This design comes from an exercise in tuning for small area on the open sky130 flow, not from production work. Where RTL was checked, it was by simulation tests only, not by an equivalence proof against the original. No functional check of the RTL was part of run 7. Power figures rest on the tool's default switching activity, not on a simulated workload.

`flow/run.sh`:
```
#!/bin/bash
# synth_recipe.tcl (not shown) runs the flow's synth.tcl, then flattens the netlist and writes it again
# the make line also repeats each setting of config.mk as NAME=value (left out here)
make -C /OpenROAD-flow-scripts/flow DESIGN_CONFIG=/design/flow/config.mk WORK_HOME=/design/flow/orfs CLKGATE_MAP_FILE= SYNTH_SCRIPT=/design/flow/synth_recipe.tcl finish
```
`flow/config.mk`:
```
export PLATFORM = sky130hd
export DESIGN_NAME = cic3
export DESIGN_NICKNAME = cic3
export VERILOG_FILES = /design/flow/design.v
export SDC_FILE = /design/flow/constraint.sdc
export NUM_CORES = 4
export LEC_CHECK = 0
export CAP_MARGIN = 20
export CORE_MARGIN = 2
export CORE_UTILIZATION = 70
export CTS_BUF_LIST = sky130_fd_sc_hd__clkbuf_8
export CTS_CLUSTER_DIAMETER = 50
export CTS_CLUSTER_SIZE = 16
export SLEW_MARGIN = 20
```
`flow/constraint.sdc`:
```
create_clock -name core_clock -period 5.0 [get_ports {clk}]
set_input_delay 1.0000 -clock core_clock [delete_from_list [all_inputs] [get_ports {clk}]]
set_output_delay 1.0000 -clock core_clock [all_outputs]
set_load 0.01 [all_outputs]
```
`flow/design.v`:
```
module cic3
    #(parameter DECIMATION_FACTOR = 256,  
    parameter CLOCK_WIDTH = $clog2(DECIMATION_FACTOR),
    parameter NUMBITS = 3*CLOCK_WIDTH+1)
    (output logic [NUMBITS-1:0] out,  
    input logic in,  
    input logic clk,  
    input logic reset_n);  
localparam int W = 25;    
localparam int L = 141;   
localparam int PB = 26;   
localparam int PC = 52;   
localparam int PO = 119;  
localparam int NSEG = 3;
localparam int B1 = 9;    
localparam int B2 = 17;   
function automatic integer seg(input integer i);
    if (i >= B2) seg = 2;
    else if (i >= B1) seg = 1;
    else seg = 0;
endfunction
logic [7:0] cnt;           
logic first;              
logic [W-1:0] acc1, acc2, acc3;
logic [NSEG-1:1] k1, k2, k3;   
logic [L-1:0] ring;
logic cy1, cy2;            
logic [W-1:0] sum1, sum2, sum3, acc3g, wr;
logic [W:0] cr1, cr2, cr3;
logic [NSEG-1:1] k1n, k2n, k3n;
logic ser_first, ser_act, out_load;
logic sa, sb, sc, s1, s2, c1i, c2i;
always_comb begin
    for (int i = 0; i < W; i++) begin
        wr[i]    = (cnt == seg(i));    
        acc3g[i] = wr[i] ? 1'b0 : acc3[i];
    end
    for (int i = 0; i < W; i++) begin
        if (i == 0) begin
            cr1[i] = in; cr2[i] = 1'b0; cr3[i] = 1'b0;
        end else if (i == B1) begin
            k1n[1] = cr1[i]; k2n[1] = cr2[i]; k3n[1] = cr3[i];
            cr1[i] = k1[1];  cr2[i] = k2[1];  cr3[i] = k3[1];
        end else if (i == B2) begin
            k1n[2] = cr1[i]; k2n[2] = cr2[i]; k3n[2] = cr3[i];
            cr1[i] = k1[2];  cr2[i] = k2[2];  cr3[i] = k3[2];
        end
        sum1[i]  = acc1[i] ^ cr1[i];
        cr1[i+1] = acc1[i] & cr1[i];
        sum2[i]  = acc2[i] ^ acc1[i] ^ cr2[i];
        cr2[i+1] = (acc2[i] & acc1[i]) | (acc2[i] & cr2[i]) | (acc1[i] & cr2[i]);
        sum3[i]  = acc3g[i] ^ acc2[i] ^ cr3[i];
        cr3[i+1] = (acc3g[i] & acc2[i]) | (acc3g[i] & cr3[i]) | (acc2[i] & cr3[i]);
    end
end
always_comb begin
    ser_first = (cnt == 8'd1);
    ser_act   = (cnt >= 8'd1) && (cnt <= 8'd25);
    out_load  = (cnt == 8'd127);
    sa  = ring[0];
    sb  = ring[PB-1] & !ser_first;
    sc  = ring[PC];
    c1i = ser_first ? 1'b0 : cy1;
    c2i = ser_first ? 1'b1 : cy2;
    s1  = sa ^ sc ^ c1i;
    s2  = s1 ^ ~sb ^ c2i;
end
always_ff @(posedge clk or negedge reset_n) begin
    if (!reset_n) begin
        cnt  <= '0;
        first <= 1'b1;
        acc1 <= '0;
        acc2 <= '0;
        k1   <= '0;
        k2   <= '0;
    end else begin
        cnt  <= cnt + 1'b1;
        if (cnt == 8'd255) first <= 1'b0;
        acc1 <= sum1;
        acc2 <= sum2;
        k1   <= k1n;
        k2   <= k2n;
    end
end
always_ff @(posedge clk) begin
    acc3 <= sum3;
    k3   <= k3n;
    cy1  <= (sa & sc) | (sa & c1i) | (sc & c1i);
    cy2  <= (s1 & ~sb) | (s1 & c2i) | (~sb & c2i);
    for (int i = 0; i < L; i++)
        ring[i] <= ring[(i+1) % L];
    for (int b = 0; b < W; b++)
        if (wr[b])
            ring[b - seg(b)] <= acc3[b];
    if (first)
        ring[PC-1] <= 1'b0;
    else if (ser_act)
        ring[PC-1] <= s2;
end
always_ff @(posedge clk) begin
    if (out_load)
        for (int b = 0; b < W; b++)
            out[b] <= ring[(PO+b) % L];
end
endmodule
```
==> impl_metrics.py, run 1 <==
metrics = {
    "clock_tree": {
        "insertion_delay_ps": 510,
        "cts_resized": 0,
        "postCtsSetupBuffers": 0,
        "cts_tree": "yes",
        "root_buffer": "clkbuf_8",
        "clock_path_buffers": 3,
        "hold_buffers": 0,
        "clk_pin_slew_ps": 100,
        "h-tree-depth": 1,
        "clock_sinks": 258,
        "numCtsBuffers": 20,
    },
    "power_and_ir_drop": {
        "ir_drop_mv": 0.401,
        "p_per_area_mw_per_mm2": 443,
        "power.leakage_nw": 4.02,
    },
    "final_layout": {
        "drive_gt1_share_pct": 11.3,
        "num_antenna_cells": 0,
        "stdcell_area_mm2": 0.00879,
        "syn2layout_area_growth_pct": 11.0,
        "fin_nets": 594,
    },
    "synth": {
        "synth-edff-count": 25,
        "ys_seq_area_share_pct": 72.4,
        "synth_area_per_cell_um2": 17.1,
        "synth_common_cells": "dfxtp_1 (170), dfrtp_1 (62), fa_1 (48), inv_1 (34), ha_1 (30)",
        "netlist_instances": 463,
        "ys_seq_elements": 258,
        "synth.most_common_cell": "dfxtp_1",
        "synth_cell_types": 31,
        "synth_area_leader_cell": "dfxtp_1",
        "synth_warnings": 1,
        "yosys.area.top_type_share_pct": 43.0,
        "synth_area_leaders": "dfxtp_1 (43%), dfrtp_1 (20%), fa_1 (12%)",
        "synth_nets": 544,
        "syn_area_mm2": 0.00792,
        "synthArstFlopShare_pct": 24.4,
        "synth_top_flop_cell": "dfxtp_1",
    },
    "timing": {
        "fin_crit_sh_pct": 95.7,
        "max-slew-margin-rel_pct": 48.8,
        "skew_ps": 9.19,
        "setup_tns_ps": 0,
        "max_freq_mhz": 209,
        "finalMaxSlewViolations": 0,
        "finalHoldViolations": 0,
        "setup_viol_count_final": 0,
        "tightest_slew_ps": 767,
        "period_minus_slack_ps": 4780,
        "rsz0062_at_grt": "false",
    },
    "placement": {
        "dp_hpwl_um": 6310,
        "dpl_cell_area_mm2": 0.00837,
        "place.gp.congestion": 0.742,
        "port_buffers": 27,
    },
    "routing": {
        "drc": 0,
        "wl_per_cell_um": 14.3,
        "finalWirelength_um": 9490,
        "viasPerCell": 4.86,
        "num_vias": 3225,
        "detail-route-antenna-nets": 0,
        "drtIter0Drc": 96,
        "detail_route.first_pass.iterations": 4,
    },
    "worst_setup_path": {
        "cp_cell_sequence": "nor3_2 > and2_1 > nand2_4 > and2_1 > ha_1 > fa_1 > fa_1 > fa_1 > fa_1 > fa_1 > fa_1 > fa_1 > inv_1 > fa_1 > inv_1",
        "endpoint_kind": "register",
        "crit_cells": 15,
        "crit_family": "adder cells",
        "cp_max_fo": 17,
        "crit_type": "register to register",
        "max_stage_delay_ps": 440,
        "setup.worst_path.end": "acc3[8]",
        "r2r_cells": 15,
        "worstReg2RegStart": "cnt[6]",
        "startpoint_type": "register",
        "critPathMostFrequentCell": "fa_1",
        "rrSetupSlack_ps": 220,
        "cp_num_buf_inv": 2,
        "timing.rr.end": "acc3[8]",
        "crit_required_ps": 5470,
        "cp-startpoint": "cnt[6]",
        "cp_slowest_cell": "dfrtp_1",
        "crit_arrival_ps": 5250,
    },
    "die": {
        "die_w_um": 110,
        "die-area_mm2": 0.0122,
        "coreArea_mm2": 0.0109,
        "start_util_pct": 72.4,
        "rows": 38,
        "io-pin-count": 28,
        "fp.dieH_um": 110,
    },
    "grt": {
        "grt_max_degree": 64,
        "grt_pass1_wl_um": 16100,
        "overflow": 0,
        "grt_antenna_before_repair": 0,
        "grt_usage_pct": 17.4,
        "grt_pass1_vias": 3405,
    },
    "run_status": {
        "status": "finished clean",
    },
    "min_path": {
        "hold_path.class": "register to register",
    },
    "job": {
        "cap_violations": 0,
    },
}
==> flip-flops by register name, indices dropped and copies added, names as in the netlist <==
name and cells:
acc2 25, ring 141, cy1 1, cy2 1, k1 2, acc1 25, acc3 25, k3 2
cnt 8, out 25, k2 2, first 1
==> through the flow <==
stage                     power [W]  instances  hold WS [ps]  util [%]  setup WS, ps
after global placement      0.00275        631           313      76.5           308
after floorplan             0.00268        463           310         -           344
final                       0.00390        664           325      80.3           216
after CTS                   0.00395        664           330      80.3           196
after global routing        0.00412        664           334      80.3          10.9
after detailed placement    0.00282        631           312      76.5           238
==> layer usage <==
metal  up-vias  global-route usage, %  part of all wire (%)  routed length (um)
met5         -                      0                     0                   0
met4         0                   6.16                   2.4                 226
met3        18                   3.12                   3.4                 321
met2        45                   26.8                    45                4290
met1      1575                   25.4                    49                4660
li1       1587                      -                     -                   -
==> cell usage in the layout (no fill, tap or decap), types with 2 or more instances in the layout <==
| cell | n |
|---|---|
| dfxtp_1 | 170 |
| dfrtp_1 | 62 |
| fa_1 | 48 |
| inv_1 | 41 |
| ha_1 | 30 |
| clkdlybuf4s50_1 | 26 |
| edfxtp_1 | 25 |
| and2_1 | 23 |
| clkbuf_8 | 23 |
| mux2_2 | 20 |
| nand2_1 | 9 |
| xnor2_1 | 7 |
| buf_4 | 5 |
| nand3_1 | 4 |
| xor2_1 | 4 |
| o21ai_0 | 3 |
| a22o_1 | 3 |
| nor2_1 | 2 |
| bufinv_16 | 2 |
==> cell type report <==
class / instances / area, um2
Clock buffer: 23 / 317
Clock inverter: 10 / 95.1
Fill cell: 600 / 2150
Inverter: 34 / 128
Multi-Input combinational cell: 167 / 2040
Sequential cell: 258 / 5730
Tap cell: 140 / 175
Timing Repair Buffer: 32 / 303
==> cell families after synthesis <==
group           synth area share (%)
flops                           72.4
fa+ha+maj                       16.9
simple gates                    3.38
buf+inv                         2.02
mux                             3.03
compound gates                  1.06
xor+xnor                        1.22
==> worst min-delay path by stage <==
stage               startpoint   endpoint  slack, ps  cells after the start
global route          ring[74]   ring[73]        330                      0
CTS                   ring[50]   ring[49]        330                      0
global placement     ring[103]  ring[102]        310                      0
floorplan            ring[101]  ring[100]        310                      0
detailed placement   ring[103]  ring[102]        310                      0
finish                ring[95]   ring[94]        330                      0
==> power breakdown <==
group | switching [W] | internal, W | leakage, nW
sequential | 0.000102 | 0.00225 | 2.50
clock | 0.000617 | 0.000527 | 0.235
combinational | 0.000202 | 0.000194 | 1.29
==> inputs of run 2 (changes only) <==
==> flow/flow/run.sh (new file) <==
#!/bin/bash
export BUFFER_PORTS_ARGS="-buffer_cell sky130_fd_sc_hd__buf_1"
export CTS_ARGS="-sink_clustering_enable -repair_clock_nets -sink_clustering_size 10 -sink_clustering_max_diameter 35 -buf_list sky130_fd_sc_hd__clkbuf_4 -root_buf sky130_fd_sc_hd__clkbuf_8 -dont_use_dummy_load"
bash standard.sh > standard.log 2>&1
==> flow/standard.sh (new file) <==
#!/bin/bash
# synth_recipe.tcl (not shown) runs the flow's synth.tcl, then flattens the netlist and writes it again
# the make line also repeats each setting of config.mk as NAME=value (left out here)
make -C /OpenROAD-flow-scripts/flow DESIGN_CONFIG=/design/flow/config.mk WORK_HOME=/design/flow/orfs CLKGATE_MAP_FILE= SYNTH_SCRIPT=/design/flow/synth_recipe.tcl "${@:-finish}"
removed: flow/run.sh
==> impl_metrics.py, run 2 <==
metrics = {
    "timing": {
        "whs_ps": 307,
        "tightest_slew_ps": 767,
        "worst_slack_ps": 274,
        "max-slew-margin-rel_pct": 48.8,
        "setup_viol_count_final": 0,
        "fin_crit_sh_pct": 94.5,
        "finalHoldViolations": 0,
        "period_minus_slack_ps": 4730,
        "skew_ps": 64.9,
        "finalMaxSlewViolations": 0,
        "max_freq_mhz": 212,
    },
    "power_and_ir_drop": {
        "sw_frac_of_total_pct": 23.9,
        "power_frac_seq_pct": 63.6,
        "p_total_w": 0.00370,
        "p_int_w": 0.00282,
        "p_per_area_mw_per_mm2": 434,
        "power.switching_w": 0.000884,
        "ir_drop_mv": 0.384,
        "p_clk_share_pct": 25.6,
        "power.leakage_nw": 3.91,
        "p_comb_share_pct": 10.7,
    },
    "die": {
        "die-area_mm2": 0.0122,
        "fp.dieH_um": 110,
        "io-pin-count": 28,
        "start_util_pct": 72.4,
        "die_w_um": 110,
        "rows": 38,
        "coreArea_mm2": 0.0109,
    },
    "synth": {
        "synth_top_flop_cell": "dfxtp_1",
        "ys_seq_area_share_pct": 72.4,
        "netlist_instances": 463,
        "synth_warnings": 1,
        "synth-edff-count": 25,
        "ys_seq_elements": 258,
        "yosys.area.top_type_share_pct": 43.0,
        "synth_nets": 544,
        "synth.most_common_cell": "dfxtp_1",
        "synth_area_leaders": "dfxtp_1 (43%), dfrtp_1 (20%), fa_1 (12%)",
        "syn_area_mm2": 0.00792,
        "synth_cell_types": 31,
        "synth_area_per_cell_um2": 17.1,
        "synthArstFlopShare_pct": 24.4,
        "synth_common_cells": "dfxtp_1 (170), dfrtp_1 (62), fa_1 (48), inv_1 (34), ha_1 (30)",
        "synth_area_leader_cell": "dfxtp_1",
    },
    "routing": {
        "detail-route-antenna-nets": 0,
        "wl_per_cell_um": 14.2,
        "finalWirelength_um": 9460,
        "viasPerCell": 4.94,
        "route.met2.wl_um": 4450,
        "drtIter0Drc": 126,
        "wl_met3_um": 374,
        "detail_route.first_pass.iterations": 4,
        "top_layer_used": "met4",
        "num_vias": 3301,
        "drc": 0,
        "wl_met1_um": 4420,
    },
    "clock_tree": {
        "clk_pin_slew_ps": 100,
        "clock_sinks": 258,
        "cts_tree": "yes",
        "numCtsBuffers": 35,
        "h-tree-depth": 2,
        "insertion_delay_ps": 510,
        "root_buffer": "clkbuf_8",
        "clock_path_buffers": 3,
    },
    "final_layout": {
        "multi_input_area_mm2": 0.00205,
        "final_cell_mix": "dfxtp_1 (170), dfrtp_1 (61), fa_1 (48)",
        "syn2layout_area_growth_pct": 7.76,
        "num_antenna_cells": 0,
        "top_register": "ring",
        "drive_gt1_share_pct": 13.6,
        "fin_nets": 611,
        "fillers": 651,
        "fin_cells": 668,
        "final_util_pct": 78.0,
        "final_common_cell": "dfxtp_1",
        "regArea_mm2": 0.00573,
        "largest_register_ffs": 141,
    },
    "run_status": {
        "status": "finished clean",
    },
    "placement": {
        "dp_hpwl_um": 6270,
        "place_ws_ps": 191,
        "place_inst": 631,
        "port_buffers": 27,
        "place.gp.congestion": 0.744,
    },
    "worst_setup_path": {
        "startpoint_type": "register",
        "endpoint_kind": "register",
        "crit_arrival_ps": 5140,
        "crit_type": "register to register",
        "cp_max_fo": 17,
        "crit_required_ps": 5420,
    },
    "job": {
        "cap_violations": 0,
    },
    "grt": {
        "grt_antenna_before_repair": 0,
        "grt_pass1_wl_um": 16200,
        "grt_pass1_vias": 3547,
        "overflow": 0,
        "grt_usage_pct": 17.7,
        "grt_max_degree": 64,
    },
    "min_path": {
        "hold_path.class": "register to register",
    },
}
==> run 2: cell types whose count changed in the layout (fill, tap and decap cells not counted), moves of 2 or more <==
cell             previous run  this run
buf_1                       0        26
buf_4                       5         7
bufinv_16                   2         0
clkbuf_4                    0        30
clkbuf_8                   23         5
clkdlybuf4s50_1            26         0
inv_1                      41        34
==> run 2: worst paths after layout <==
| check | startpoint | endpoint | slack (ps) | depth (start not counted) |
|---|---|---|---|---|
| max | cnt[5] | acc3[8] | 270 | 15 |
| min | ring[36] | ring[35] | 310 | 0 |
| max reg2reg | cnt[5] | acc3[8] | 270 | 15 |
| min reg2reg | ring[36] | ring[35] | 310 | 0 |
| max in group asynchronous | reset_n | cnt[5] | 3790 | 2 |
| min in group asynchronous | reset_n | acc1[11] | 690 | 2 |
==> run 2: logic make-up (layout without fill, tap and decap cells) <==
kind of cell	count (synthesis)	in the layout	share of synthesized area (%)
simple gates	46	46	3.38
xor+xnor	11	11	1.22
buf+inv	38	103	2.02
fa+ha+maj	78	78	16.9
flops	258	258	72.4
compound gates	11	11	1.06
mux	21	21	3.03
==> run 2: area by class of cell <==
type / instances / share of cell area [%]
Clock buffer: 35 / 3.45
Inverter: 34 / 1.50
Multi-Input combinational cell: 167 / 24.0
Sequential cell: 258 / 67.2
Tap cell: 140 / 2.05
Timing Repair Buffer: 34 / 1.82
==> run 2: per-stage QoR <==
stage / cell area (um2) / TNS (ps)
after floorplan: 7920 / 0
after detailed placement: 8210 / 0
after global placement: 8210 / 0
after CTS: 8500 / 0
final: 8530 / 0
after global routing: 8530 / -11.0
==> run 2: what timing repair did <==
action / in CTS / in global routing
hold buffers: 0 / 0
resized for setup: 0 / 4
endpoints found under the setup margin: 0 / 1
setup buffers: 0 / 2
==> run 2: critical path, cell delays in order, from the launching register on <==
cell	delay, ps
dfrtp_2	460
nor3_4	230
and2_4	190
nand2_4	130
and2_1	210
ha_1	190
fa_1	380
fa_1	390
fa_1	390
fa_1	390
fa_1	390
fa_1	380
fa_1	370
inv_1	80
fa_1	400
inv_1	60
==> run 2: power by group through the flow <==
| stage | sequential [W] | clock, W | combinational, W |
|---|---|---|---|
| 6_report | 0.00236 | 0.000949 | 0.000398 |
| 5_1_grt | 0.00238 | 0.00107 | 0.000512 |
| 4_1_cts | 0.00236 | 0.000989 | 0.000419 |
| 3_5_place_dp | 0.00241 | 0 | 0.000417 |
| 3_3_place_gp | 0.00240 | 0 | 0.000353 |
| 2_1_floorplan | 0.00238 | 0 | 0.000302 |
==> run 2: metal layers <==
layer  vias to the layer above  track usage, %
met5                         -               0
met4                         0            8.21
met3                        17            4.70
met2                        52            26.6
met1                      1621            24.5
li1                       1611               -
==> inputs of run 3 (changes only) <==
==> flow/flow/run.sh (replaced) <==
#!/bin/bash
export BUFFER_PORTS_ARGS="-buffer_cell sky130_fd_sc_hd__buf_1"
export CTS_ARGS="-sink_clustering_enable -repair_clock_nets -sink_clustering_size 20 -sink_clustering_max_diameter 55 -buf_list sky130_fd_sc_hd__clkbuf_8 -root_buf sky130_fd_sc_hd__clkbuf_8 -dont_use_dummy_load"
bash standard.sh > standard.log 2>&1
==> impl_metrics.py, run 3 <==
metrics = {
    "synth": {
        "netlist_instances": 463,
        "synth_fa_ha_area_share_pct": 16.9,
        "synth_xor_area_share_pct": 1.22,
        "synth_cell_types": 31,
        "ys_seq_area_share_pct": 72.4,
        "synth_area_leader_cell": "dfxtp_1",
        "synthArstFlopShare_pct": 24.4,
        "ys_seq_elements": 258,
        "synth_top_flop_cell": "dfxtp_1",
        "synth_area_leaders": "dfxtp_1 (43%), dfrtp_1 (20%), fa_1 (12%)",
        "synth.most_common_cell": "dfxtp_1",
        "synth-edff-count": 25,
        "yosys.area_share.simple_pct": 3.38,
        "synth_warnings": 1,
        "synth_top_family_by_area": "adder cells",
        "yosys.area.top_type_share_pct": 43.0,
        "synthMuxAreaShare_pct": 3.03,
        "synth_compound_area_share_pct": 1.06,
        "syn_area_mm2": 0.00792,
        "synth_area_per_cell_um2": 17.1,
        "synth_nets": 544,
        "synth_common_cells": "dfxtp_1 (170), dfrtp_1 (62), fa_1 (48), inv_1 (34), ha_1 (30)",
    },
    "power_and_ir_drop": {
        "ir_drop_mv": 0.350,
        "p_per_area_mw_per_mm2": 426,
        "p_total_w": 0.00361,
        "power.leakage_nw": 3.85,
    },
    "worst_setup_path": {
        "crit_required_ps": 5450,
        "crit_type": "register to register",
        "rrSetupSlack_ps": 260,
        "cp_max_fo": 17,
        "startpoint_type": "register",
        "crit_arrival_ps": 5180,
        "cp_slowest_cell": "dfrtp_2",
        "cp_cell_sequence": "nor3_4 > and2_4 > nand2_4 > and2_1 > ha_1 > fa_1 > fa_1 > fa_1 > fa_1 > fa_1 > fa_1 > fa_1 > inv_1 > fa_1 > inv_1",
        "endpoint_kind": "register",
        "max_stage_delay_ps": 470,
        "critPathMostFrequentCell": "fa_1",
    },
    "run_status": {
        "status": "finished clean",
    },
    "timing": {
        "period_minus_slack_ps": 4740,
        "finalMaxSlewViolations": 0,
        "skew_ps": 43.6,
        "max-slew-margin-rel_pct": 49.5,
        "tightest_slew_ps": 758,
        "whs_ps": 334,
        "setup_viol_count_final": 0,
        "fin_crit_sh_pct": 94.7,
        "setup_tns_ps": 0,
        "max_freq_mhz": 211,
        "finalHoldViolations": 0,
    },
    "die": {
        "coreArea_mm2": 0.0109,
        "io-pin-count": 28,
        "die-area_mm2": 0.0122,
        "rows": 38,
        "start_util_pct": 72.4,
        "die_w_um": 110,
        "fp.dieH_um": 110,
    },
    "clock_tree": {
        "hold_buffers": 0,
        "clock_path_buffers": 3,
        "clk_pin_slew_ps": 110,
        "h-tree-depth": 1,
        "cts_tree": "yes",
        "numCtsBuffers": 17,
        "insertion_delay_ps": 490,
        "clock_sinks": 258,
        "root_buffer": "clkbuf_8",
    },
    "routing": {
        "top_layer_used": "met4",
        "drtIter0Drc": 120,
        "viasPerCell": 4.98,
        "detail_route.first_pass.iterations": 4,
        "wl_met1_um": 4310,
        "drc": 0,
        "detail-route-antenna-nets": 0,
        "wl_met3_um": 306,
        "route.met2.wl_um": 4230,
        "wl_per_cell_um": 14.0,
        "finalWirelength_um": 9100,
        "num_vias": 3232,
    },
    "placement": {
        "place.gp.congestion": 0.744,
        "dp_hpwl_um": 6270,
        "dpl_cell_area_mm2": 0.00821,
        "port_buffers": 27,
    },
    "grt": {
        "grt_pass1_wl_um": 15600,
        "grt_antenna_before_repair": 0,
        "overflow": 0,
        "grt_max_degree": 64,
        "grt_usage_pct": 16.7,
        "grt_pass1_vias": 3360,
    },
    "final_layout": {
        "stdcell_area_mm2": 0.00846,
        "syn2layout_area_growth_pct": 6.92,
        "final_common_cell": "dfxtp_1",
        "drive_gt1_share_pct": 10.6,
        "final_cell_mix": "dfxtp_1 (170), dfrtp_1 (60), fa_1 (48)",
        "top_register": "ring",
        "fin_nets": 592,
        "final_util_pct": 77.4,
        "num_antenna_cells": 0,
        "largest_register_ffs": 141,
    },
    "min_path": {
        "hold_path.class": "register to register",
    },
    "job": {
        "cap_violations": 0,
    },
}
-- run 3: cell counts after synthesis --
Identical to the previous run, type by type.
-- run 3: worst max-delay path, delay by kind of cell (launching register included) --
kind	cells	cell delay, ps
adders and majority gates	9	3290
DFF	1	470
buffers and inverters	2	140
and+or+nand+nor	4	780
-- run 3: power breakdown --
part / total [W] / internal, W / leakage, nW / switching [W]
logic: 0.000397 / 0.000194 / 1.23 / 0.000203
clock network: 0.000857 / 0.000309 / 0.122 / 0.000548
registers: 0.00236 / 0.00225 / 2.49 / 0.000103
-- run 3: per-layer routing --
| metal | track usage (%) | vias up |
|---|---|---|
| met3 | 3.12 | 25 |
| li1 | - | 1567 |
| met1 | 24.3 | 1596 |
| met5 | 0 | - |
| met4 | 5.27 | 0 |
| met2 | 26.1 | 44 |
-- run 3: area by class of cell --
type | count | area [um2]
flip-flops and latches | 258 | 5730
fillers | 653 | 2470
multi-input cells | 167 | 2050
clock buffers | 17 | 234
well taps | 140 | 175
repair buffers | 33 | 148
inverters | 34 | 128
-- run 3: through the flow --
stage	cells	setup WS (ps)
after detailed placement	631	191
final	649	265
after global routing	649	-19.0
after global placement	631	311
after floorplan	463	344
after CTS	648	136
-- run 3: kinds of logic (layout without fill, tap and decap cells) --
family                     after synthesis  after routing
muxes                                   21             21
adders and majority gates               78             78
and+or+nand+nor                         46             46
DFF                                    258            258
buffers and inverters                   38             84
xor gates and xnor gates                11             11
AOI/OAI and AO/OA                       11             11
-- run 3: what timing repair did --
action / in CTS / in global routing
endpoints found under the setup margin: 0 / 1
setup buffers: 0 / 1
resized for setup: 0 / 5
-- run 3: final timing paths --
| path | from | endpoint | depth (start not counted) |
|---|---|---|---|
| setup / recovery | cnt[5] | acc3[8] | 15 |
| hold / removal | ring[62] | ring[61] | 0 |
| setup reg to reg | cnt[5] | acc3[8] | 15 |
| hold reg to reg | ring[62] | ring[61] | 0 |
| max in group asynchronous | reset_n | cnt[6] | 2 |
| min in group asynchronous | reset_n | acc1[11] | 2 |
==> inputs of run 4 (changes only) <==
--- a/flow/design.v
+++ b/flow/design.v
@@ -15,4 +15,5 @@
 localparam int B1 = 9;    
 localparam int B2 = 17;   
+localparam int WI = 24;   
 function automatic integer seg(input integer i);
     if (i >= B2) seg = 2;
@@ -22,19 +23,20 @@
 logic [7:0] cnt;           
 logic first;              
-logic [W-1:0] acc1, acc2, acc3;
+logic [WI-1:0] acc1, acc2, acc3;
 logic [NSEG-1:1] k1, k2, k3;   
 logic [L-1:0] ring;
 logic cy1, cy2;            
-logic [W-1:0] sum1, sum2, sum3, acc3g, wr;
-logic [W:0] cr1, cr2, cr3;
+logic zf;                  
+logic [WI-1:0] sum1, sum2, sum3, acc3g, wr;
+logic [WI:0] cr1, cr2, cr3;
 logic [NSEG-1:1] k1n, k2n, k3n;
-logic ser_first, ser_act, out_load;
+logic ser_first, ser_act, ser_last, out_load, flag_wr;
 logic sa, sb, sc, s1, s2, c1i, c2i;
 always_comb begin
-    for (int i = 0; i < W; i++) begin
+    for (int i = 0; i < WI; i++) begin
         wr[i]    = (cnt == seg(i));    
         acc3g[i] = wr[i] ? 1'b0 : acc3[i];
     end
-    for (int i = 0; i < W; i++) begin
+    for (int i = 0; i < WI; i++) begin
         if (i == 0) begin
             cr1[i] = in; cr2[i] = 1'b0; cr3[i] = 1'b0;
@@ -57,4 +59,6 @@
     ser_first = (cnt == 8'd1);
     ser_act   = (cnt >= 8'd1) && (cnt <= 8'd25);
+    ser_last  = (cnt == 8'd25);
+    flag_wr   = (cnt == 8'd253);
     out_load  = (cnt == 8'd127);
     sa  = ring[0];
@@ -64,5 +68,5 @@
     c2i = ser_first ? 1'b1 : cy2;
     s1  = sa ^ sc ^ c1i;
-    s2  = s1 ^ ~sb ^ c2i;
+    s2  = ser_last ? (zf & sa) : (s1 ^ ~sb ^ c2i);
 end
 always_ff @(posedge clk or negedge reset_n) begin
@@ -88,9 +92,12 @@
     cy1  <= (sa & sc) | (sa & c1i) | (sc & c1i);
     cy2  <= (s1 & ~sb) | (s1 & c2i) | (~sb & c2i);
+    zf   <= (ser_first | zf) & ~s2;
     for (int i = 0; i < L; i++)
         ring[i] <= ring[(i+1) % L];
-    for (int b = 0; b < W; b++)
+    for (int b = 0; b < WI; b++)
         if (wr[b])
             ring[b - seg(b)] <= acc3[b];
+    if (flag_wr)
+        ring[W-1+3] <= in;
     if (first)
         ring[PC-1] <= 1'b0;
--- a/flow/config.mk
+++ b/flow/config.mk
@@ -8,7 +8,4 @@
 export CAP_MARGIN = 20
 export CORE_MARGIN = 2
-export CORE_UTILIZATION = 70
-export CTS_BUF_LIST = sky130_fd_sc_hd__clkbuf_8
-export CTS_CLUSTER_DIAMETER = 50
-export CTS_CLUSTER_SIZE = 16
+export CORE_UTILIZATION = 85
 export SLEW_MARGIN = 20
==> impl_metrics.py, run 4 <==
metrics = {
    "run_status": {
        "status": "finished clean",
    },
    "final_layout": {
        "largest_register_ffs": 141,
        "regArea_mm2": 0.00568,
        "reg_top3": "ring: 141 flops, out: 25 flops",
        "num_antenna_cells": 0,
        "final_cell_mix": "dfxtp_1 (170), dfrtp_1 (60), fa_1 (46)",
        "drive_gt1_share_pct": 9.84,
        "fin_nets": 589,
        "syn2layout_area_growth_pct": 5.90,
        "top_register": "ring",
        "final_common_cell": "dfxtp_1",
        "multi_input_area_mm2": 0.00202,
        "fillers": 263,
    },
    "placement": {
        "place.gp.congestion": 0.760,
        "place_ws_ps": 326,
        "dp_hpwl_um": 9100,
        "port_buffers": 27,
    },
    "routing": {
        "viasPerCell": 5.80,
        "num_vias": 3593,
        "detail-route-antenna-nets": 0,
        "wl_per_cell_um": 25.0,
        "drtIter0Drc": 262,
        "drc": 0,
        "finalWirelength_um": 15500,
        "detail_route.first_pass.iterations": 4,
    },
    "synth": {
        "synth_warnings": 1,
        "synthMuxAreaShare_pct": 3.44,
        "synth.most_common_cell": "dfxtp_1",
        "synth_fa_ha_area_share_pct": 16.5,
        "synth_cell_types": 33,
        "synth_nets": 545,
        "synth_area_leader_cell": "dfxtp_1",
        "synth_compound_area_share_pct": 0.605,
        "ys_seq_elements": 256,
        "synth_area_leaders": "dfxtp_1 (43%), dfrtp_1 (19%), fa_1 (12%)",
        "synth-edff-count": 25,
        "netlist_instances": 466,
        "synth_area_per_cell_um2": 16.9,
        "synth_xor_area_share_pct": 1.22,
        "yosys.area_share.simple_pct": 3.93,
        "yosys.area.top_type_share_pct": 43.3,
        "syn_area_mm2": 0.00787,
        "ys_seq_area_share_pct": 72.2,
        "synth_common_cells": "dfxtp_1 (170), dfrtp_1 (60), fa_1 (46), inv_1 (35), ha_1 (30)",
        "synthArstFlopShare_pct": 23.8,
        "synth_top_flop_cell": "dfxtp_1",
        "synth_top_family_by_area": "adder cells",
    },
    "timing": {
        "rsz0062_at_grt": "false",
        "max-slew-margin-rel_pct": 48.8,
        "skew_ps": 32.2,
        "period_minus_slack_ps": 4800,
        "worst_slack_ps": 203,
        "finalHoldViolations": 0,
        "fin_crit_sh_pct": 95.9,
        "max_freq_mhz": 208,
        "finalMaxSlewViolations": 0,
        "setup_tns_ps": 0,
        "tightest_slew_ps": 769,
        "whs_ps": 332,
        "setup_viol_count_final": 0,
    },
    "worst_setup_path": {
        "crit_type": "register to register",
        "endpoint_kind": "register",
        "crit_required_ps": 5460,
        "critPathMostFrequentCell": "fa_1",
        "cp_num_buf_inv": 3,
        "startpoint_type": "register",
        "cp_max_fo": 17,
        "max_stage_delay_ps": 490,
        "crit_arrival_ps": 5260,
        "cp_slowest_cell": "dfrtp_1",
        "crit_family": "adder cells",
        "cp_cell_sequence": "nor3_4 > nand3_2 > buf_4 > and2_1 > fa_1 > fa_1 > fa_1 > fa_1 > fa_1 > fa_1 > fa_1 > inv_1 > fa_1 > inv_1",
    },
    "grt": {
        "grt_antenna_before_repair": 0,
        "grt_pass1_vias": 4113,
        "grt_max_degree": 62,
        "overflow": 0,
        "grt_pass1_wl_um": 24200,
        "grt_usage_pct": 34.0,
    },
    "die": {
        "die_w_um": 100,
        "start_util_pct": 86.3,
        "die-area_mm2": 0.0100,
        "rows": 35,
        "fp.dieH_um": 100,
        "coreArea_mm2": 0.00911,
        "io-pin-count": 28,
    },
    "min_path": {
        "hold_path.class": "register to register",
    },
    "clock_tree": {
        "cts_resized": 0,
        "numCtsBuffers": 16,
        "clock_path_buffers": 3,
        "postCtsSetupBuffers": 0,
        "clk_pin_slew_ps": 120,
        "clock_sinks": 256,
        "cts_tree": "yes",
        "insertion_delay_ps": 500,
        "root_buffer": "clkbuf_8",
        "h-tree-depth": 1,
        "hold_buffers": 0,
    },
    "job": {
        "cap_violations": 0,
    },
    "power_and_ir_drop": {
        "ir_drop_mv": 0.338,
        "p_per_area_mw_per_mm2": 453,
        "p_total_w": 0.00377,
        "power.leakage_nw": 3.72,
    },
}
run 4: changes by cell type after synthesis, moves of 3 or more:
cell / previous run / this run
nor2_1: 2 / 5
mux2i_1: 0 / 3
nor3_1: 0 / 3
a22o_1: 3 / 0
a21oi_1: 0 / 3
run 4: path summary, 6_finish.rpt:
kind	cells past startpoint	start	end	slack [ps]
setup / recovery	14	cnt[7]	acc3[8]	200
hold / removal	0	ring[115]	ring[114]	330
setup reg to reg	14	cnt[7]	acc3[8]	200
hold reg to reg	0	ring[115]	ring[114]	330
max in group asynchronous	2	reset_n	k1[2]	3810
min in group asynchronous	2	reset_n	acc2[2]	640
run 4: cell type report:
type / count / share of cell area (%)
flip-flops and latches: 256 / 68.2
repair buffers: 31 / 1.59
clock buffers: 16 / 2.64
inverters: 35 / 1.58
multi-input cells: 170 / 24.3
well taps: 111 / 1.67
run 4: cells by family (layout without fill, tap and decap cells):
kind of cell	count (synthesis)	in the layout
XOR/XNOR	11	11
AND/OR/NAND/NOR	52	52
adder cells (fa/ha/maj)	76	76
AO/OA/AOI/OAI	7	7
multiplexers	24	24
buffers and inverters	40	82
flip-flops	256	256
run 4: through the flow:
stage	instances	instance area (um2)	util, %
finish	619	8330	91.4
global route	619	8330	91.4
CTS	619	8330	91.4
detailed placement	603	8110	89.0
global placement	603	8110	89.0
floorplan	466	7870	-
run 4: layer usage:
| layer | vias up | global-route usage [%] | part of all wire, % |
|---|---|---|---|
| met2 | 134 | 64.5 | 57 |
| li1 | 1556 | - | - |
| met4 | 0 | 13.0 | 4.4 |
| met3 | 55 | 4.04 | 3.3 |
| met1 | 1848 | 39.5 | 36 |
| met5 | - | 0 | 0 |
run 4: worst register-to-register path: stages, from the launching register on:
cell	delay, ps
dfrtp_1	490
nor3_4	330
nand3_2	160
buf_4	230
and2_1	190
fa_1	410
fa_1	390
fa_1	380
fa_1	400
fa_1	420
fa_1	390
fa_1	380
inv_1	90
fa_1	420
inv_1	70
run 4: power by group:
group / internal, W / leakage, nW / switching (W)
clock network: 0.000293 / 0.115 / 0.000586
registers: 0.00224 / 2.35 / 0.000128
logic: 0.000241 / 1.26 / 0.000286
==> inputs of run 5 (changes only) <==
--- a/flow/config.mk
+++ b/flow/config.mk
@@ -6,6 +6,6 @@
 export NUM_CORES = 4
 export LEC_CHECK = 0
-export CAP_MARGIN = 20
+export CAP_MARGIN = 0
 export CORE_MARGIN = 2
-export CORE_UTILIZATION = 85
-export SLEW_MARGIN = 20
+export CORE_UTILIZATION = 70
+export SLEW_MARGIN = 0
==> impl_metrics.py, run 5 <==
metrics = {
    "clock_tree": {
        "h-tree-depth": 1,
        "hold_buffers": 0,
        "clk_pin_slew_ps": 110,
        "cts_resized": 0,
        "cts_tree": "yes",
        "insertion_delay_ps": 490,
        "root_buffer": "clkbuf_8",
        "numCtsBuffers": 17,
        "clock_path_buffers": 3,
        "postCtsSetupBuffers": 0,
        "clock_sinks": 256,
    },
    "routing": {
        "detail_route.first_pass.iterations": 4,
        "viasPerCell": 4.98,
        "num_vias": 3239,
        "detail-route-antenna-nets": 0,
        "drc": 0,
        "drtIter0Drc": 179,
        "finalWirelength_um": 9410,
        "wl_per_cell_um": 14.5,
    },
    "power_and_ir_drop": {
        "power.switching_w": 0.000857,
        "p_int_w": 0.00274,
        "power_frac_seq_pct": 65.0,
        "p_comb_share_pct": 11.2,
        "power.leakage_nw": 3.74,
        "p_clk_share_pct": 23.8,
        "ir_drop_mv": 0.360,
        "p_per_area_mw_per_mm2": 429,
        "p_total_w": 0.00360,
        "sw_frac_of_total_pct": 23.8,
    },
    "synth": {
        "synth_area_leaders": "dfxtp_1 (43%), dfrtp_1 (19%), fa_1 (12%)",
        "synth_warnings": 1,
        "synth-edff-count": 25,
        "synth_common_cells": "dfxtp_1 (170), dfrtp_1 (60), fa_1 (46), inv_1 (35), ha_1 (30)",
        "synth_area_leader_cell": "dfxtp_1",
        "netlist_instances": 466,
        "ys_seq_elements": 256,
        "synth_nets": 545,
        "synth.most_common_cell": "dfxtp_1",
        "synthArstFlopShare_pct": 23.8,
        "synth_area_per_cell_um2": 16.9,
        "synth_cell_types": 33,
        "ys_seq_area_share_pct": 72.2,
        "synth_top_flop_cell": "dfxtp_1",
        "syn_area_mm2": 0.00787,
        "yosys.area.top_type_share_pct": 43.3,
    },
    "min_path": {
        "hold_path.class": "register to register",
        "hp-start": "ring[51]",
    },
    "worst_setup_path": {
        "crit_type": "register to register",
        "crit_arrival_ps": 4960,
        "cp-startpoint": "cnt[4]",
        "startpoint_type": "register",
        "worstReg2RegStart": "cnt[4]",
        "crit_required_ps": 5450,
        "setup.worst_path.end": "acc3[8]",
        "timing.rr.end": "acc3[8]",
        "endpoint_kind": "register",
        "max_stage_delay_ps": 480,
        "critPathMostFrequentCell": "fa_1",
        "rrSetupSlack_ps": 480,
        "r2r_cells": 14,
        "cp_max_fo": 8,
        "cp_slowest_cell": "dfrtp_1",
        "cp_cell_sequence": "nor3_4 > nand3_2 > buf_4 > and2_1 > fa_1 > fa_1 > fa_1 > fa_1 > fa_1 > fa_1 > fa_1 > inv_1 > fa_1 > inv_1",
    },
    "final_layout": {
        "num_antenna_cells": 0,
        "final_cell_mix": "dfxtp_1 (170), dfrtp_1 (60), fa_1 (46)",
        "drive_gt1_share_pct": 10.2,
        "final_common_cell": "dfxtp_1",
        "largest_register_ffs": 141,
        "top_register": "ring",
        "fin_nets": 591,
        "reg_top3": "ring: 141 flops, out: 25 flops",
        "syn2layout_area_growth_pct": 6.63,
    },
    "grt": {
        "grt_max_degree": 62,
        "grt_antenna_before_repair": 0,
        "grt_pass1_vias": 3400,
        "grt_usage_pct": 17.0,
        "grt_pass1_wl_um": 15800,
        "overflow": 0,
    },
    "timing": {
        "finalHoldViolations": 0,
        "tightest_slew_ps": 750,
        "max-slew-margin-rel_pct": 50.0,
        "worst_slack_ps": 482,
        "max_freq_mhz": 221,
        "period_minus_slack_ps": 4520,
        "rsz0062_at_grt": "false",
        "finalMaxSlewViolations": 0,
        "whs_ps": 317,
        "setup_viol_count_final": 0,
        "setup_tns_ps": 0,
        "fin_crit_sh_pct": 90.4,
        "skew_ps": 36.8,
    },
    "die": {
        "io-pin-count": 28,
        "coreArea_mm2": 0.0109,
        "die_w_um": 110,
        "rows": 38,
        "fp.dieH_um": 110,
        "start_util_pct": 72.2,
        "die-area_mm2": 0.0121,
    },
    "run_status": {
        "status": "finished clean",
    },
    "placement": {
        "dp_hpwl_um": 6440,
        "place_ws_ps": 459,
        "port_buffers": 27,
        "place.gp.congestion": 0.740,
    },
    "job": {
        "cap_violations": 0,
    },
}
run 5: cells by family after synthesis:
family	after synthesis	share of synthesized area (%)
buffers and inverters	40	2.08
AOI/OAI and AO/OA	7	0.604
adders and majority gates	76	16.5
muxes	24	3.44
and+or+nand+nor	52	3.93
DFF	256	72.2
xor gates and xnor gates	11	1.22
run 5: how the worst min path moves through the flow:
stage | cells after the start | slack (ps) | to
2_1_floorplan | 0 | 310 | ring[100]
3_3_place_gp | 0 | 310 | ring[114]
3_5_place_dp | 0 | 310 | ring[28]
4_1_cts | 0 | 320 | ring[50]
5_1_grt | 0 | 330 | ring[41]
6_report | 0 | 320 | ring[50]
run 5: worst max-delay path, delay by kind of cell (launching register included):
family | cells | cell delay [ps]
adders and majority gates | 8 | 3100
and+or+nand+nor | 3 | 580
DFF | 1 | 480
buffers and inverters | 3 | 310
run 5: final cells by class:
cell class / count / area (um2)
sequential: 256 / 5680
fill: 631 / 2500
multi-input combinational: 170 / 2020
clock buffer: 17 / 234
tap: 140 / 175
timing repair buffer: 32 / 140
inverter: 35 / 131
run 5: routing by layer:
metal	up-vias	part of all wire (%)	global-route usage (%)
met4	0	2.6	5.61
met1	1614	46	23.7
met2	44	48	27.7
li1	1560	-	-
met3	21	3.3	3.12
met5	-	0	0
run 5: power by group through the flow:
stage,sequential [W],combinational (W),clock [W]
detailed placement,0.00239,0.000427,0
global placement,0.00239,0.000363,0
CTS,0.00235,0.000426,0.000890
finish,0.00234,0.000402,0.000858
floorplan,0.00236,0.000298,0
global route,0.00237,0.000481,0.000954
run 5: per-stage QoR:
step	cell area [um2]	std cells	utilization, %
after global routing	8390	650	77.0
after floorplan	7870	466	-
after detailed placement	8150	633	74.9
final	8390	650	77.0
after global placement	8150	633	74.9
after CTS	8390	650	77.0
==> inputs of run 6 (changes only) <==
--- a/flow/config.mk
+++ b/flow/config.mk
@@ -6,6 +6,9 @@
 export NUM_CORES = 4
 export LEC_CHECK = 0
-export CAP_MARGIN = 0
+export CAP_MARGIN = 20
 export CORE_MARGIN = 2
 export CORE_UTILIZATION = 70
-export SLEW_MARGIN = 0
+export CTS_BUF_LIST = sky130_fd_sc_hd__clkbuf_8
+export CTS_CLUSTER_DIAMETER = 50
+export CTS_CLUSTER_SIZE = 16
+export SLEW_MARGIN = 20
==> impl_metrics.py, run 6 <==
metrics = {
    "timing": {
        "rsz0062_at_grt": "false",
        "setup_viol_count_final": 0,
        "fin_crit_sh_pct": 90.4,
        "period_minus_slack_ps": 4520,
        "finalHoldViolations": 0,
        "setup_tns_ps": 0,
        "max_freq_mhz": 221,
        "finalMaxSlewViolations": 0,
        "worst_slack_ps": 482,
        "whs_ps": 317,
        "max-slew-margin-rel_pct": 50.0,
        "skew_ps": 36.8,
        "tightest_slew_ps": 750,
    },
    "routing": {
        "wl_per_cell_um": 14.5,
        "detail_route.first_pass.iterations": 4,
        "viasPerCell": 4.98,
        "finalWirelength_um": 9410,
        "num_vias": 3239,
        "drtIter0Drc": 179,
        "drc": 0,
        "detail-route-antenna-nets": 0,
    },
    "placement": {
        "place.gp.congestion": 0.740,
        "dp_hpwl_um": 6440,
        "port_buffers": 27,
        "place_ws_ps": 459,
    },
    "clock_tree": {
        "insertion_delay_ps": 490,
        "cts_resized": 0,
        "root_buffer": "clkbuf_8",
        "hold_buffers": 0,
        "postCtsSetupBuffers": 0,
        "h-tree-depth": 1,
        "clk_pin_slew_ps": 110,
        "clock_path_buffers": 3,
        "clock_sinks": 256,
        "numCtsBuffers": 17,
        "cts_tree": "yes",
    },
    "synth": {
        "synth_nets": 545,
        "ys_seq_area_share_pct": 72.2,
        "synth_common_cells": "dfxtp_1 (170), dfrtp_1 (60), fa_1 (46), inv_1 (35), ha_1 (30)",
        "synth-edff-count": 25,
        "synth_area_per_cell_um2": 16.9,
        "synth_area_leaders": "dfxtp_1 (43%), dfrtp_1 (19%), fa_1 (12%)",
        "synth.most_common_cell": "dfxtp_1",
        "synthArstFlopShare_pct": 23.8,
        "synth_cell_types": 33,
        "ys_seq_elements": 256,
        "synth_area_leader_cell": "dfxtp_1",
        "syn_area_mm2": 0.00787,
        "synth_top_flop_cell": "dfxtp_1",
        "synth_warnings": 1,
        "netlist_instances": 466,
        "yosys.area.top_type_share_pct": 43.3,
    },
    "final_layout": {
        "fin_nets": 591,
        "reg_top3": "ring: 141 flops, out: 25 flops",
        "syn2layout_area_growth_pct": 6.63,
        "num_antenna_cells": 0,
        "largest_register_ffs": 141,
        "top_register": "ring",
        "drive_gt1_share_pct": 10.2,
        "final_cell_mix": "dfxtp_1 (170), dfrtp_1 (60), fa_1 (46)",
        "final_common_cell": "dfxtp_1",
    },
    "die": {
        "die-area_mm2": 0.0121,
        "die_w_um": 110,
        "start_util_pct": 72.2,
        "fp.dieH_um": 110,
        "rows": 38,
        "io-pin-count": 28,
        "coreArea_mm2": 0.0109,
    },
    "power_and_ir_drop": {
        "power.leakage_nw": 3.74,
        "p_per_area_mw_per_mm2": 429,
        "ir_drop_mv": 0.360,
    },
    "grt": {
        "grt_max_degree": 62,
        "grt_pass1_vias": 3400,
        "grt_pass1_wl_um": 15800,
        "overflow": 0,
        "grt_antenna_before_repair": 0,
        "grt_usage_pct": 17.0,
    },
    "run_status": {
        "status": "finished clean",
    },
    "worst_setup_path": {
        "crit_type": "register to register",
        "endpoint_kind": "register",
        "crit_required_ps": 5450,
        "crit_arrival_ps": 4960,
        "cp_max_fo": 8,
        "startpoint_type": "register",
    },
    "job": {
        "cap_violations": 0,
    },
    "min_path": {
        "hold_path.class": "register to register",
    },
}
run 6: cell counts after synthesis:
Identical to the previous run, type by type.
run 6: area by class of cell:
type / instances / area, um2
clock buffer: 17 / 234
fill: 631 / 2500
inverter: 35 / 131
multi-input combinational: 170 / 2020
sequential: 256 / 5680
tap: 140 / 175
timing repair buffer: 32 / 140
run 6: cells by family (layout without fill, tap and decap cells):
kind of cell	after synthesis	count (layout)	share of synthesized area [%]
buffers and inverters	40	84	2.08
AOI/OAI and AO/OA	7	7	0.604
adders and majority gates	76	76	16.5
xor gates and xnor gates	11	11	1.22
and+or+nand+nor	52	52	3.93
muxes	24	24	3.44
DFF	256	256	72.2
run 6: worst max-delay path, stage by stage (launching register included):
cell	delay (ps)
dfrtp_1	480
nor3_4	290
nand3_2	120
buf_4	180
and2_1	170
fa_1	400
fa_1	400
fa_1	390
fa_1	390
fa_1	380
fa_1	380
fa_1	360
inv_1	70
fa_1	400
inv_1	60
run 6: per-stage QoR:
stage / cell area [um2] / std cells / util [%] / total power, W
2_1_floorplan: 7870 / 466 / - / 0.00266
3_3_place_gp: 8150 / 633 / 74.9 / 0.00275
3_5_place_dp: 8150 / 633 / 74.9 / 0.00282
4_1_cts: 8390 / 650 / 77.0 / 0.00366
5_1_grt: 8390 / 650 / 77.0 / 0.00380
6_report: 8390 / 650 / 77.0 / 0.00360
run 6: final timing paths:
| path | depth (start not counted) | start | slack [ps] | end |
|---|---|---|---|---|
| max | 14 | cnt[4] | 480 | acc3[8] |
| min | 0 | ring[51] | 320 | ring[50] |
| max reg2reg | 14 | cnt[4] | 480 | acc3[8] |
| min reg2reg | 0 | ring[51] | 320 | ring[50] |
| max in group asynchronous | 2 | reset_n | 3820 | acc1[13] |
| min in group asynchronous | 2 | reset_n | 660 | cnt[5] |
run 6: power breakdown:
part	switching (W)	internal, W
sequential	0.000103	0.00224
combinational	0.000205	0.000197
clock	0.000549	0.000309
total	0.000857	0.00274
run 6: per-layer routing:
metal	vias up	routed length (um)	global-route usage, %
met1	1614	4340	23.7
li1	1560	-	-
met4	0	246	5.61
met5	-	0	0
met3	21	315	3.12
met2	44	4510	27.7
==> inputs of run 7 (changes only) <==
--- a/flow/design.v
+++ b/flow/design.v
@@ -13,6 +13,6 @@
 localparam int PO = 119;  
 localparam int NSEG = 3;
-localparam int B1 = 9;    
-localparam int B2 = 17;   
+localparam int B1 = 12;    
+localparam int B2 = 24;   
 localparam int WI = 24;   
 function automatic integer seg(input integer i);
@@ -38,4 +38,5 @@
         acc3g[i] = wr[i] ? 1'b0 : acc3[i];
     end
+    k1n = '0; k2n = '0; k3n = '0;
     for (int i = 0; i < WI; i++) begin
         if (i == 0) begin
==> impl_metrics.py, run 7 <==
metrics = {
    "timing": {
        "finalMaxSlewViolations": 0,
        "finalHoldViolations": 0,
        "rsz0062_at_grt": "true",
        "fin_crit_sh_pct": 103,
        "setup_viol_count_final": 2,
        "max-slew-margin-rel_pct": 51.4,
        "worst_slack_ps": -164,
        "setup_tns_ps": -311,
        "max_freq_mhz": 194,
        "period_minus_slack_ps": 5160,
        "skew_ps": 43.7,
        "tightest_slew_ps": 729,
    },
    "die": {
        "coreArea_mm2": 0.0108,
        "die_w_um": 109,
        "start_util_pct": 71.3,
        "die-area_mm2": 0.0118,
        "io-pin-count": 28,
        "fp.dieH_um": 109,
        "rows": 38,
    },
    "power_and_ir_drop": {
        "p_clk_share_pct": 23.3,
        "p_per_area_mw_per_mm2": 428,
        "p_comb_share_pct": 13.0,
        "p_total_w": 0.00364,
        "power.switching_w": 0.000871,
        "ir_drop_mv": 0.331,
        "sw_frac_of_total_pct": 23.9,
        "p_int_w": 0.00277,
        "power.leakage_nw": 3.79,
        "power_frac_seq_pct": 63.6,
    },
    "grt": {
        "grt_usage_pct": 17.7,
        "grt_antenna_before_repair": 0,
        "grt_max_degree": 60,
        "grt_pass1_wl_um": 16400,
        "overflow": 0,
        "grt_pass1_vias": 3374,
    },
    "synth": {
        "ys_seq_area_share_pct": 72.9,
        "synth.most_common_cell": "dfxtp_1",
        "synth_common_cells": "dfxtp_1 (169), dfrtp_1 (58), fa_1 (46), ha_1 (29), edfxtp_1 (25)",
        "syn_area_mm2": 0.00769,
        "yosys.area.top_type_share_pct": 44.0,
        "synth_area_leaders": "dfxtp_1 (44%), dfrtp_1 (19%), fa_1 (12%)",
        "synth_area_per_cell_um2": 17.3,
        "synth_warnings": 1,
        "netlist_instances": 446,
        "synth_nets": 524,
        "ys_seq_elements": 253,
        "synth-edff-count": 25,
        "synth_area_leader_cell": "dfxtp_1",
        "synth_top_flop_cell": "dfxtp_1",
        "synth_cell_types": 29,
        "synthArstFlopShare_pct": 23.3,
    },
    "placement": {
        "dpl_cell_area_mm2": 0.00819,
        "place_inst": 627,
        "place_ws_ps": -217,
        "port_buffers": 27,
        "place.gp.congestion": 0.810,
        "dp_hpwl_um": 6320,
    },
    "worst_setup_path": {
        "max_stage_delay_ps": 420,
        "cp_max_fo": 4,
        "crit_arrival_ps": 5590,
        "startpoint_type": "register",
        "cp_slowest_cell": "dfrtp_1",
        "crit_required_ps": 5430,
        "cp_cell_sequence": "nor3_4 > nand3_2 > and2_4 > ha_4 > fa_2 > fa_2 > fa_2 > fa_2 > fa_2 > fa_2 > fa_2 > fa_2 > fa_2 > fa_2 > inv_2 > fa_1 > inv_1",
        "timing.rr.end": "acc3[11]",
        "endpoint_kind": "register",
        "rrSetupSlack_ps": -160,
        "worstReg2RegStart": "cnt[2]",
        "critPathMostFrequentCell": "fa_2",
        "crit_type": "register to register",
        "r2r_cells": 17,
    },
    "final_layout": {
        "fin_nets": 587,
        "stdcell_area_mm2": 0.00851,
        "top_register": "ring",
        "final_common_cell": "dfxtp_1",
        "largest_register_ffs": 141,
        "final_cell_mix": "dfxtp_1 (169), dfrtp_1 (58), fa_2 (34)",
        "fin_cells": 647,
        "drive_gt1_share_pct": 22.5,
        "reg_top3": "ring: 141 flops, out: 25 flops",
        "syn2layout_area_growth_pct": 10.6,
        "num_antenna_cells": 0,
    },
    "routing": {
        "drc": 0,
        "drtIter0Drc": 124,
        "wl_per_cell_um": 14.4,
        "viasPerCell": 4.95,
        "num_vias": 3202,
        "detail_route.first_pass.iterations": 4,
        "detail-route-antenna-nets": 0,
        "finalWirelength_um": 9310,
    },
    "job": {
        "cap_violations": 0,
    },
    "min_path": {
        "min_delay_path_depth": 0,
        "hold_path.class": "register to register",
        "hold_end": "ring[106]",
        "hp-start": "ring[107]",
    },
    "clock_tree": {
        "insertion_delay_ps": 490,
        "root_buffer": "clkbuf_8",
        "cts_tree": "yes",
        "clk_pin_slew_ps": 110,
        "numCtsBuffers": 17,
        "clock_path_buffers": 3,
        "h-tree-depth": 1,
        "clock_sinks": 253,
    },
    "run_status": {
        "violatedChecks": "setup timing",
        "status": "complete, but fails checks",
    },
}
-- run 7: cell types whose count changed in the layout (fill, tap and decap cells not counted), sizes merged, moves of 2 or more --
cell   before  now
and2       21   23
buf        31   49
dfrtp      60   58
mux2i       3    1
mux2       21   23
inv        35   18
-- run 7: cell type report --
type / instances / area, um2
multi-input cells: 169 / 2150
flip-flops and latches: 253 / 5610
fillers: 617 / 2280
repair buffers: 50 / 275
clock buffers: 17 / 234
well taps: 140 / 175
inverters: 18 / 67.6
-- run 7: how the worst max path moves through the flow --
stage / start / end / slack (ps) / cells past startpoint
5_1_grt: cnt[2] / acc3[23] / -340 / 16
3_5_place_dp: cnt[5] / acc3[11] / -220 / 17
6_report: cnt[2] / acc3[11] / -160 / 17
3_3_place_gp: cnt[5] / acc3[11] / -130 / 17
2_1_floorplan: cnt[2] / acc3[23] / -340 / 19
4_1_cts: cnt[2] / acc3[11] / -180 / 17
-- run 7: metrics by stage --
| stage | hold WS (ps) | util, % |
|---|---|---|
| floorplan | 310 | - |
| global placement | 313 | 75.9 |
| detailed placement | 312 | 75.9 |
| CTS | 337 | 78.4 |
| global route | 338 | 78.8 |
| finish | 332 | 78.8 |
-- run 7: kinds of logic after synthesis --
family          after synthesis  share of synthesized area, %
flops                       253                          72.9
fa+ha+maj                    75                          16.7
simple gates                 51                          3.66
buf+inv                      24                          1.22
compound gates                8                         0.748
xor+xnor                     11                          1.25
mux                          24                          3.50
-- run 7: what timing repair did --
action                     in CTS  in global routing
setup buffers                   0                  3
hold buffers                    0                  0
resized for setup               9                  9
setup endpoints to repair       6                  6
gates cloned                    0                  0
pin swaps                       2                  1
-- run 7: critical path: cells and delay by family, from the launching register on --
kind / cells / cell delay, ps
buffers and inverters: 2 / 110
adder cells (fa/ha/maj): 12 / 3970
AND/OR/NAND/NOR: 3 / 590
flip-flops: 1 / 420
-- run 7: power by group through the flow --
stage                     Sequential (W)  Combinational (W)  Clock, W
after floorplan                  0.00233           0.000313         0
after global placement           0.00235           0.000400         0
after detailed placement         0.00236           0.000475         0
after CTS                        0.00232           0.000490  0.000875
after global routing             0.00234           0.000576  0.000949
final                            0.00232           0.000474  0.000850
-- run 7: layer usage --
| metal | vias up | global-route usage [%] | share of wire (%) |
|---|---|---|---|
| li1 | 1549 | - | - |
| met1 | 1597 | 26.1 | 48 |
| met2 | 42 | 27.5 | 46 |
| met3 | 14 | 3.65 | 3.1 |
| met4 | 0 | 4.67 | 2.1 |
| met5 | - | 0 | 0 |
==> inputs of run 8 (changes only) <==
--- a/flow/design.v
+++ b/flow/design.v
@@ -13,6 +13,6 @@
 localparam int PO = 119;  
 localparam int NSEG = 3;
-localparam int B1 = 12;    
-localparam int B2 = 24;   
+localparam int B1 = 9;    
+localparam int B2 = 17;   
 localparam int WI = 24;   
 function automatic integer seg(input integer i);
@@ -38,5 +38,4 @@
         acc3g[i] = wr[i] ? 1'b0 : acc3[i];
     end
-    k1n = '0; k2n = '0; k3n = '0;
     for (int i = 0; i < WI; i++) begin
         if (i == 0) begin
==> flow/run.sh (new file) <==
#!/bin/bash
# synth_recipe.tcl (not shown) runs the flow's synth.tcl, then flattens the netlist and writes it again
# the make line also repeats each setting of config.mk as NAME=value (left out here)
make -C /OpenROAD-flow-scripts/flow DESIGN_CONFIG=/design/flow/config.mk WORK_HOME=/design/flow/orfs CLKGATE_MAP_FILE= SYNTH_SCRIPT=/design/flow/synth_recipe.tcl finish
removed: flow/flow/run.sh
removed: flow/standard.sh
==> impl_metrics.py, run 8 <==
metrics = {
    "final_layout": {
        "num_antenna_cells": 0,
        "final_util_pct": 79.8,
        "stdcell_area_mm2": 0.00868,
        "fin_nets": 593,
        "final_common_cell": "dfxtp_1",
        "syn2layout_area_growth_pct": 10.4,
        "reg_top3": "ring: 141 flops, out: 25 flops",
        "final_cell_mix": "dfxtp_1 (170), dfrtp_1 (60), fa_1 (46)",
        "largest_register_ffs": 141,
        "top_register": "ring",
        "drive_gt1_share_pct": 11.4,
    },
    "timing": {
        "period_minus_slack_ps": 4560,
        "fin_crit_sh_pct": 91.2,
        "worst_slack_ps": 439,
        "finalMaxSlewViolations": 0,
        "setup_viol_count_final": 0,
        "rsz0062_at_grt": "false",
        "skew_ps": 11.3,
        "finalHoldViolations": 0,
        "setup_tns_ps": 0,
        "max_freq_mhz": 219,
        "tightest_slew_ps": 758,
        "max-slew-margin-rel_pct": 49.5,
    },
    "power_and_ir_drop": {
        "p_total_w": 0.00380,
        "power.leakage_nw": 3.93,
        "p_per_area_mw_per_mm2": 437,
        "ir_drop_mv": 0.374,
    },
    "routing": {
        "wl_per_cell_um": 14.6,
        "viasPerCell": 4.85,
        "drtIter0Drc": 107,
        "drc": 0,
        "finalWirelength_um": 9770,
        "detail-route-antenna-nets": 0,
        "num_vias": 3243,
        "detail_route.first_pass.iterations": 5,
    },
    "placement": {
        "dp_hpwl_um": 6500,
        "port_buffers": 27,
        "place.gp.congestion": 0.705,
        "dpl_cell_area_mm2": 0.00831,
        "place_ws_ps": 398,
    },
    "clock_tree": {
        "cts_tree": "yes",
        "clock_path_buffers": 3,
        "cts_resized": 0,
        "insertion_delay_ps": 500,
        "postCtsSetupBuffers": 0,
        "hold_buffers": 0,
        "clock_sinks": 256,
        "clk_pin_slew_ps": 100,
        "h-tree-depth": 1,
        "numCtsBuffers": 20,
        "root_buffer": "clkbuf_8",
    },
    "synth": {
        "synth_area_per_cell_um2": 16.9,
        "synth_cell_types": 33,
        "synth_common_cells": "dfxtp_1 (170), dfrtp_1 (60), fa_1 (46), inv_1 (35), ha_1 (30)",
        "yosys.area.top_type_share_pct": 43.3,
        "syn_area_mm2": 0.00787,
        "synthArstFlopShare_pct": 23.8,
        "synth.most_common_cell": "dfxtp_1",
        "synth_area_leader_cell": "dfxtp_1",
        "synth-edff-count": 25,
        "netlist_instances": 466,
        "synth_area_leaders": "dfxtp_1 (43%), dfrtp_1 (19%), fa_1 (12%)",
        "synth_top_flop_cell": "dfxtp_1",
        "ys_seq_area_share_pct": 72.2,
        "ys_seq_elements": 256,
        "synth_nets": 545,
        "synth_warnings": 1,
    },
    "die": {
        "rows": 38,
        "die-area_mm2": 0.0121,
        "coreArea_mm2": 0.0109,
        "io-pin-count": 28,
        "fp.dieH_um": 110,
        "start_util_pct": 72.2,
        "die_w_um": 110,
    },
    "worst_setup_path": {
        "crit_arrival_ps": 5020,
        "crit_required_ps": 5460,
        "cp_max_fo": 5,
        "crit_type": "register to register",
        "endpoint_kind": "register",
        "startpoint_type": "register",
    },
    "grt": {
        "grt_usage_pct": 18.0,
        "grt_pass1_wl_um": 16600,
        "grt_pass1_vias": 3564,
        "overflow": 0,
        "grt_max_degree": 62,
        "grt_antenna_before_repair": 0,
    },
    "min_path": {
        "hold_path.class": "register to register",
    },
    "run_status": {
        "status": "finished clean",
    },
    "job": {
        "cap_violations": 0,
    },
}
-- run 8: cell types whose count changed after synthesis, sizes merged, moves of 2 or more --
cell    delta
mux2i      +2
dfrtp      +2
clkbuf     -2
and2       -2
inv       +17
mux2       -2
-- run 8: cells by family after synthesis --
group / after synthesis / synth area share (%)
DFF: 256 / 72.2
adders and majority gates: 76 / 16.5
and+or+nand+nor: 52 / 3.93
buffers and inverters: 40 / 2.08
muxes: 24 / 3.44
xor gates and xnor gates: 11 / 1.22
AOI/OAI and AO/OA: 7 / 0.604
-- run 8: cell type report --
cell class	count	area (um2)
inverter	35	131
tap	140	175
clock inverter	15	87.6
fill	604	2200
timing repair buffer	31	295
multi-input combinational	170	2020
clock buffer	21	289
sequential	256	5680
-- run 8: path summary, 6_finish.rpt --
path | startpoint | endpoint | slack (ps) | cells after the start
max in group asynchronous | reset_n | acc1[17] | 3850 | 2
min in group asynchronous | reset_n | acc1[3] | 640 | 2
worst min register to register | ring[107] | ring[106] | 320 | 0
worst min-delay path | ring[107] | ring[106] | 320 | 0
worst max-delay path | cnt[5] | acc3[8] | 440 | 14
worst max register to register | cnt[5] | acc3[8] | 440 | 14
-- run 8: worst max-delay path: stages (launching register included) --
cell and delay (ps):
dfrtp_1 440, nor3_4 310, nand3_2 160, and2_1 190
ha_1 180, fa_1 380, fa_1 400, fa_1 390
fa_1 400, fa_1 390, fa_1 380, fa_1 360
inv_1 70, fa_1 400, inv_1 60
-- run 8: per-layer routing --
| layer | global-route usage (%) | wire length, um | vias up |
|---|---|---|---|
| li1 | - | - | 1580 |
| met1 | 24.6 | 4400 | 1596 |
| met2 | 29.8 | 4800 | 44 |
| met3 | 3.17 | 319 | 23 |
| met4 | 5.88 | 244 | 0 |
| met5 | 0 | 0 | - |
-- run 8: power by group --
group / total [W] / switching, W / internal, W
sequential: 0.00234 / 0.000107 / 0.00224
combinational: 0.000404 / 0.000205 / 0.000198
clock: 0.00105 / 0.000601 / 0.000447
total: 0.00380 / 0.000913 / 0.00288
-- run 8: per-stage QoR --
step	hold slack (ps)	std cells
after floorplan	310	466
after CTS	328	668
final	321	668
after detailed placement	314	632
after global placement	312	632
after global routing	333	668

==> port drivers added, routing unchanged <==
How much do the figures lean on ideal ports? The routed layouts below were timed once more, with nothing changed but the port constraints. Step 1, drivers: a clkbuf_16 drives clk and a buf_2 each remaining input, both assumed. Step 2 moves the port delays by t, midway between the first and last clock arrival at a register: inputs arrive t later, outputs are due t later. That takes back most of the time a late clock gives input paths. Slacks: no drivers / after step 1 / after step 2; pairs: no drivers / after step 1.
run | t (ns) | setup slack, ns | hold WS [ns] | worst slew at a driven data input, ns | cell pins on the clock port's net
run 1 | 0.544 | 0.216 / 0.216 / 0.216 | 0.325 / 0.325 / 0.325 | 0.03 | 1
run 2 | 0.514 | 0.274 / 0.274 / 0.274 | 0.307 / 0.307 / 0.307 | 0.03 | 1
run 3 | 0.508 | 0.265 / 0.265 / 0.265 | 0.334 / 0.334 / 0.334 | 0.03 | 1
run 4 | 0.518 | 0.203 / 0.203 / 0.203 | 0.332 / 0.332 / 0.332 | 0.03 | 1
run 5 | 0.510 | 0.482 / 0.482 / 0.482 | 0.317 / 0.317 / 0.317 | 0.03 | 1
run 6 | 0.510 | 0.482 / 0.482 / 0.482 | 0.317 / 0.317 / 0.317 | 0.03 | 1
run 7 | 0.500 | -0.164 / -0.164 / -0.164 | 0.332 / 0.332 / 0.332 | 0.04 | 1
run 8 | 0.534 | 0.439 / 0.439 / 0.439 | 0.321 / 0.321 / 0.321 | 0.04 | 1
